This is an optimization exercise on Yosys and OpenROAD, whose aim is small area, not a production implementation. At most, simulation tests tie the RTL to the original design; equivalence was not proved. Power and IR drop assume default switching activity.

the previous run:
==> module alu, before the edit <==
module alu (
    input [63:0] a,
    input [63:0] b,
    input [3:0] operation,
    output [63:0] result
);
wire op_add = operation == 4'h0;
wire op_sub = operation == 4'h1;
wire op_sll = operation == 4'h2;
wire op_slt = operation == 4'h3;
wire op_xor = operation == 4'h4;
wire op_srl = (operation == 4'h5) | (operation == 4'h6);
wire op_or  = operation == 4'h7;
wire op_and = operation == 4'h8;
wire op_eq  = operation == 4'h9;
wire sub = op_sub | op_slt;
wire [63:0] bx = b ^ {64{sub}};
wire [63:0] p = a ^ bx;
wire [63:0] g = a & bx;
wire [63:0] c;    
bk64 u_bk (.g(g), .p(p), .cin(sub), .c(c));
wire lt = ~c[63];
wire eq = ~|p;    
wire en_p = op_add | op_sub | op_xor | op_or;
wire en_c = op_add | op_sub;
wire en_g = op_or | op_and;
wire [63:0] cin_v = {c[62:0], sub};
wire [63:0] arith = ({64{en_p}} & p) ^ (({64{en_c}} & cin_v) | ({64{en_g}} & g));
wire big = |b[63:6];
wire [63:0] a_rev;
wire [63:0] sh_rev;
wire [63:0] sh;
genvar i;
generate
    for (i = 0; i < 64; i = i + 1) begin : g_rev
        assign a_rev[i] = a[63 - i];
        assign sh_rev[i] = sh[63 - i];
    end
endgenerate
wire [63:0] sh_in = op_sll ? a_rev : a;
wire [3:0] d0 = 4'b1 << b[1:0];
wire [3:0] d1 = 4'b1 << b[3:2];
wire [3:0] d2 = 4'b1 << b[5:4];
wire [127:0] x0 = {64'b0, sh_in};
wire [63:0] s1, s2;
genvar k;
for (k = 0; k < 64; k = k + 1) begin : st
  assign s1[k] = (d2[0] & sh_in[k]) | (d2[1] & (k+16 < 64 ? sh_in[(k+16)%64] : 1'b0)) | (d2[2] & (k+32 < 64 ? sh_in[(k+32)%64] : 1'b0)) | (d2[3] & (k+48 < 64 ? sh_in[(k+48)%64] : 1'b0));
  assign s2[k] = (d1[0] & s1[k]) | (d1[1] & (k+4 < 64 ? s1[(k+4)%64] : 1'b0)) | (d1[2] & (k+8 < 64 ? s1[(k+8)%64] : 1'b0)) | (d1[3] & (k+12 < 64 ? s1[(k+12)%64] : 1'b0));
  assign sh[k] = (d0[0] & s2[k]) | (d0[1] & (k+1 < 64 ? s2[(k+1)%64] : 1'b0)) | (d0[2] & (k+2 < 64 ? s2[(k+2)%64] : 1'b0)) | (d0[3] & (k+3 < 64 ? s2[(k+3)%64] : 1'b0));
end
wire en_l = op_sll & ~big;
wire en_r = op_srl & ~big;
assign result = arith
              | ({64{en_l}} & sh_rev)
              | ({64{en_r}} & sh)
              | {63'b0, (op_slt & lt) | (op_eq & eq)};
endmodule
==> flow/config.mk <==
export PLATFORM = sky130hd
export DESIGN_NAME = riscv_zero_execute
export DESIGN_NICKNAME = riscv_zero_execute
export VERILOG_FILES = /design/flow/design.v
export SDC_FILE = /design/flow/constraint.sdc
export NUM_CORES = 4
export LEC_CHECK = 0
export CAP_MARGIN = 20
export CORE_MARGIN = 2
export CORE_UTILIZATION = 40
export SETUP_SLACK_MARGIN = 0.3
export SLEW_MARGIN = 20
==> flow/constraint.sdc <==
create_clock -name core_clock -period 6.5 [get_ports {clk}]
set_input_delay 1.3000 -clock core_clock [delete_from_list [all_inputs] [get_ports {clk}]]
set_output_delay 1.3000 -clock core_clock [all_outputs]
set_load 0.01 [all_outputs]
standard.sh (not shown) runs the stock make flow with config.mk's settings and CLKGATE_MAP_FILE= SYNTH_SCRIPT=/design/flow/synth_recipe.tcl, a recipe that flattens the netlist after the stock synthesis.
==> flow/flow/run.sh <==
#!/bin/bash
export BUFFER_PORTS_ARGS="-buffer_cell sky130_fd_sc_hd__buf_1"
bash standard.sh > standard.log 2>&1
## Diff of input files: the current run against the previous run
==> flow/design.v, changed modules only <==
module alu (
    input [63:0] a,
    input [63:0] b,
    input [3:0] operation,
    output [63:0] result
);
wire op_add = operation == 4'h0;
wire op_sub = operation == 4'h1;
wire op_sll = operation == 4'h2;
wire op_slt = operation == 4'h3;
wire op_xor = operation == 4'h4;
wire op_srl = (operation == 4'h5) | (operation == 4'h6);
wire op_or  = operation == 4'h7;
wire op_and = operation == 4'h8;
wire op_eq  = operation == 4'h9;
wire sub = op_sub | op_slt;
wire [63:0] bx = b ^ {64{sub}};
wire [63:0] p = a ^ bx;
wire [63:0] g = a & bx;
wire [63:0] c;    
bk64 u_bk (.g(g), .p(p), .cin(sub), .c(c));
wire lt = ~c[63];
wire eq = ~|p;    
wire en_p = op_add | op_sub | op_xor | op_or;
wire en_c = op_add | op_sub;
wire en_g = op_or | op_and;
wire [63:0] cin_v = {c[62:0], sub};
wire [63:0] arith = ({64{en_p}} & p) ^ (({64{en_c}} & cin_v) | ({64{en_g}} & g));
wire big = |b[63:6];
wire [63:0] a_rev;
wire [63:0] sh_rev;
wire [63:0] sh;
genvar i;
generate
    for (i = 0; i < 64; i = i + 1) begin : g_rev
        assign a_rev[i] = a[63 - i];
        assign sh_rev[i] = sh[63 - i];
    end
endgenerate
wire [63:0] sh_in = op_sll ? a_rev : a;
assign sh = sh_in >> b[5:0];
wire en_l = op_sll & ~big;
wire en_r = op_srl & ~big;
assign result = arith
              | ({64{en_l}} & sh_rev)
              | ({64{en_r}} & sh)
              | {63'b0, (op_slt & lt) | (op_eq & eq)};
endmodule
Results
The previous run fits on a die that is smaller than the die of the current run.
The number of diodes added for antenna fixing reported for the current run is greater than that of the previous run by 2.
The current run ran to completion and came out clean on the timing, DRC and antenna checks.
Going from the previous run to the current run, post-layout utilization of the core lost 0.26 points; design area grew by 9.2%; detailed-routing wirelength on met1 shows an increase of about 10%.
The current run vs the previous run — post-synthesis xor/xnor area fraction dropped 1.5 points.
The RTL of the current run was laid out without a check of its function.

---

Another version of the RTL of riscv_zero_execute (not shown whole).
Size in the first run: ~2100 cells after synthesis, about 520 I/O pins.
==> module riscv_zero_execute, before the edit <==
module riscv_zero_execute(
    input clk,
    input reset,
    input [63:0] pc_in,
    input [6:0] opcode,
    input [31:0] immediate,
    input [4:0]  reg_dest,
    input [63:0] rs1_data,
    input [63:0] rs2_data,
    input [6:0] funct7_out,
    input [2:0] funct3_out,
    input writeback_enable_in,
    input [1:0] writeback_source_in,
    input memory_access_in,
    input mem_wenable_in,
    input jump,
    input branch,
    input ALU_A_mux,
    input ALU_B_mux,
    input [3:0] ALU_op,
    output wire pc_src,
    output wire [63:0] pc_target,
    output reg [63:0] pc_out,
    output reg writeback_enable_out,
    output reg [1:0] writeback_source_out,
    output reg memory_access_out,
    output reg mem_wenable_out,
    output reg [63:0] ALU_out,
    output reg [63:0] mem_write_data
);
wire [63:0] ALU_A_src = ALU_A_mux ? pc_in : rs1_data;
wire [63:0] ALU_B_src = ALU_B_mux ? {32'b0, immediate} : rs2_data;
wire [63:0] ALU_result;
assign pc_src = (ALU_result[0] & branch) | jump;
wire [32:0] pt_lo = {1'b0, pc_in[31:0]} + {1'b0, immediate};
wire [31:0] hi_all;
wire [31:0] pa [0:5];
assign pa[0] = pc_in[63:32];
genvar l, j;
generate
    for (l = 1; l <= 5; l = l + 1) begin : g_up
        for (j = 0; j < 32; j = j + 1) begin : b
            if ((j % (1 << l)) == (1 << l) - 1) begin : n
                assign pa[l][j] = pa[l-1][j] & pa[l-1][j - (1 << (l-1))];
            end else begin : t
                assign pa[l][j] = pa[l-1][j];
            end
        end
    end
    wire [31:0] pre;    
    for (j = 0; j < 32; j = j + 1) begin : g_dn
        if (((j + 1) & j) == 0) begin : whole
            assign pre[j] = pa[tzf(j + 1)][j];
        end else begin : part
            assign pre[j] = pa[tzf(j + 1)][j] & pre[j - (1 << tzf(j + 1))];
        end
    end
endgenerate
assign hi_all = {pre[30:0], 1'b1};
function integer tzf(input integer v);
    integer k;
    begin
        tzf = 0;
        for (k = 6; k >= 0; k = k - 1)
            if (v % (1 << k) == 0 && tzf == 0) tzf = k;
    end
endfunction
assign pc_target = {pc_in[63:32] ^ (hi_all & {32{pt_lo[32]}}), pt_lo[31:0]};
alu execute_alu (
    .a(ALU_A_src),
    .b(ALU_B_src),
    .operation(ALU_op),
    .result(ALU_result)
);
always @(posedge clk or posedge reset) begin
    if (reset) begin
        pc_out <= 64'h0;
        ALU_out <= 64'h0;
        writeback_enable_out <= 1'b0;
        writeback_source_out <= 2'b00;
        memory_access_out <= 1'b0;
        mem_wenable_out <= 1'b0;
    end else begin
        pc_out <= pc_in;
        writeback_enable_out <= writeback_enable_in;
        writeback_source_out <= writeback_source_in;
        memory_access_out <= memory_access_in;
        mem_wenable_out <= mem_wenable_in;
        ALU_out <= ALU_result;
    end
end
always @(posedge clk) begin
    mem_write_data <= rs2_data;
end
endmodule
clock: 6.5 ns
lec_check: 0
cap_margin: 20
core_margin: 2
core_utilization: 40
setup_slack_margin: 0.15
slew_margin: 20
==> flow/flow/run.sh <==
#!/bin/bash
# The standard layout with the smallest buffer on the ports; timing-driven
# global placement only reweights nets and does not keep its trial buffering.
bash standard.sh "BUFFER_PORTS_ARGS=-buffer_cell sky130_fd_sc_hd__buf_1" \
  GPL_KEEP_OVERFLOW=0 finish > standard.log 2>&1
The starting point ran to the end with violations: setup timing.
Then changed:
--- a/flow/design.v
+++ b/flow/design.v
@@ -129,46 +129,13 @@
     output reg [63:0] mem_write_data
 );
 wire [63:0] ALU_A_src = ALU_A_mux ? pc_in : rs1_data;
 wire [63:0] ALU_B_src = ALU_B_mux ? {32'b0, immediate} : rs2_data;
 wire [63:0] ALU_result;
 assign pc_src = (ALU_result[0] & branch) | jump;
-wire [32:0] pt_lo = {1'b0, pc_in[31:0]} + {1'b0, immediate};
-wire [31:0] hi_all;
-wire [31:0] pa [0:5];
-assign pa[0] = pc_in[63:32];
-genvar l, j;
-generate
-    for (l = 1; l <= 5; l = l + 1) begin : g_up
-        for (j = 0; j < 32; j = j + 1) begin : b
-            if ((j % (1 << l)) == (1 << l) - 1) begin : n
-                assign pa[l][j] = pa[l-1][j] & pa[l-1][j - (1 << (l-1))];
-            end else begin : t
-                assign pa[l][j] = pa[l-1][j];
-            end
-        end
-    end
-    wire [31:0] pre;    
-    for (j = 0; j < 32; j = j + 1) begin : g_dn
-        if (((j + 1) & j) == 0) begin : whole
-            assign pre[j] = pa[tzf(j + 1)][j];
-        end else begin : part
-            assign pre[j] = pa[tzf(j + 1)][j] & pre[j - (1 << tzf(j + 1))];
-        end
-    end
-endgenerate
-assign hi_all = {pre[30:0], 1'b1};
-function integer tzf(input integer v);
-    integer k;
-    begin
-        tzf = 0;
-        for (k = 6; k >= 0; k = k - 1)
-            if (v % (1 << k) == 0 && tzf == 0) tzf = k;
-    end
-endfunction
-assign pc_target = {pc_in[63:32] ^ (hi_all & {32{pt_lo[32]}}), pt_lo[31:0]};
+assign pc_target = pc_in + {32'b0, immediate};
 alu execute_alu (
     .a(ALU_A_src),
     .b(ALU_B_src),
     .operation(ALU_op),
     .result(ALU_result)
 );
Outcome: The changed run produced a clean layout. Total power came out higher by a few percent. Via count came out higher by a few percent. Global-route usage came out higher by 2.4 points. Wire length came out higher by roughly a tenth. Sequential share of layout area stays flat. Design area stays flat. Non-clock buffer count came out lower by 33. Flip-flop and latch count is unchanged. Critical path depth came out lower by 7. Count of clock-buffer cells in the layout came out higher by 3. Synthesized cell count came out higher by a few percent. Cell count came out higher slightly.
For the first run of this note, only the layout was checked, not whether the RTL still works.

afterwards: timing with drivers on the ports:
No port has a modelled driver above. Below, the same layouts with a new extraction and two added sets of constraints. Step 1 (the two cells are an assumption about what drives the block):
set clk [get_ports {clk}]
set_driving_cell -lib_cell sky130_fd_sc_hd__clkbuf_16 $clk
set_driving_cell -lib_cell sky130_fd_sc_hd__buf_2 [delete_from_list [all_inputs] $clk]
Step 2 times the ports against the registers' clock, not the clock port: input delays grow and output delays shrink by t, the midpoint of the rising clock arrivals with the driver on. Three values: ideal ports, drivers, drivers and shift; two values: the first two.
| run | t (ns) | setup WS [ns] | pins driven straight from the clock port |
|---|---|---|---|
| the previous run | 0.551 | 0.404 / 0.325 / 0.325 | 1 |
| the current run | 0.563 | 0.385 / 0.335 / 0.335 | 1 |
| the first run of note 2 | 0.546 | -0.006 / -0.058 / -0.287 | 1 |
| the second run of note 2 | 0.547 | 0.193 / 0.125 / 0.125 | 1 |
The setup slack of the first run of note 2, which loses most, moves by -0.052 ns with the drivers and by -0.281 ns with both steps.
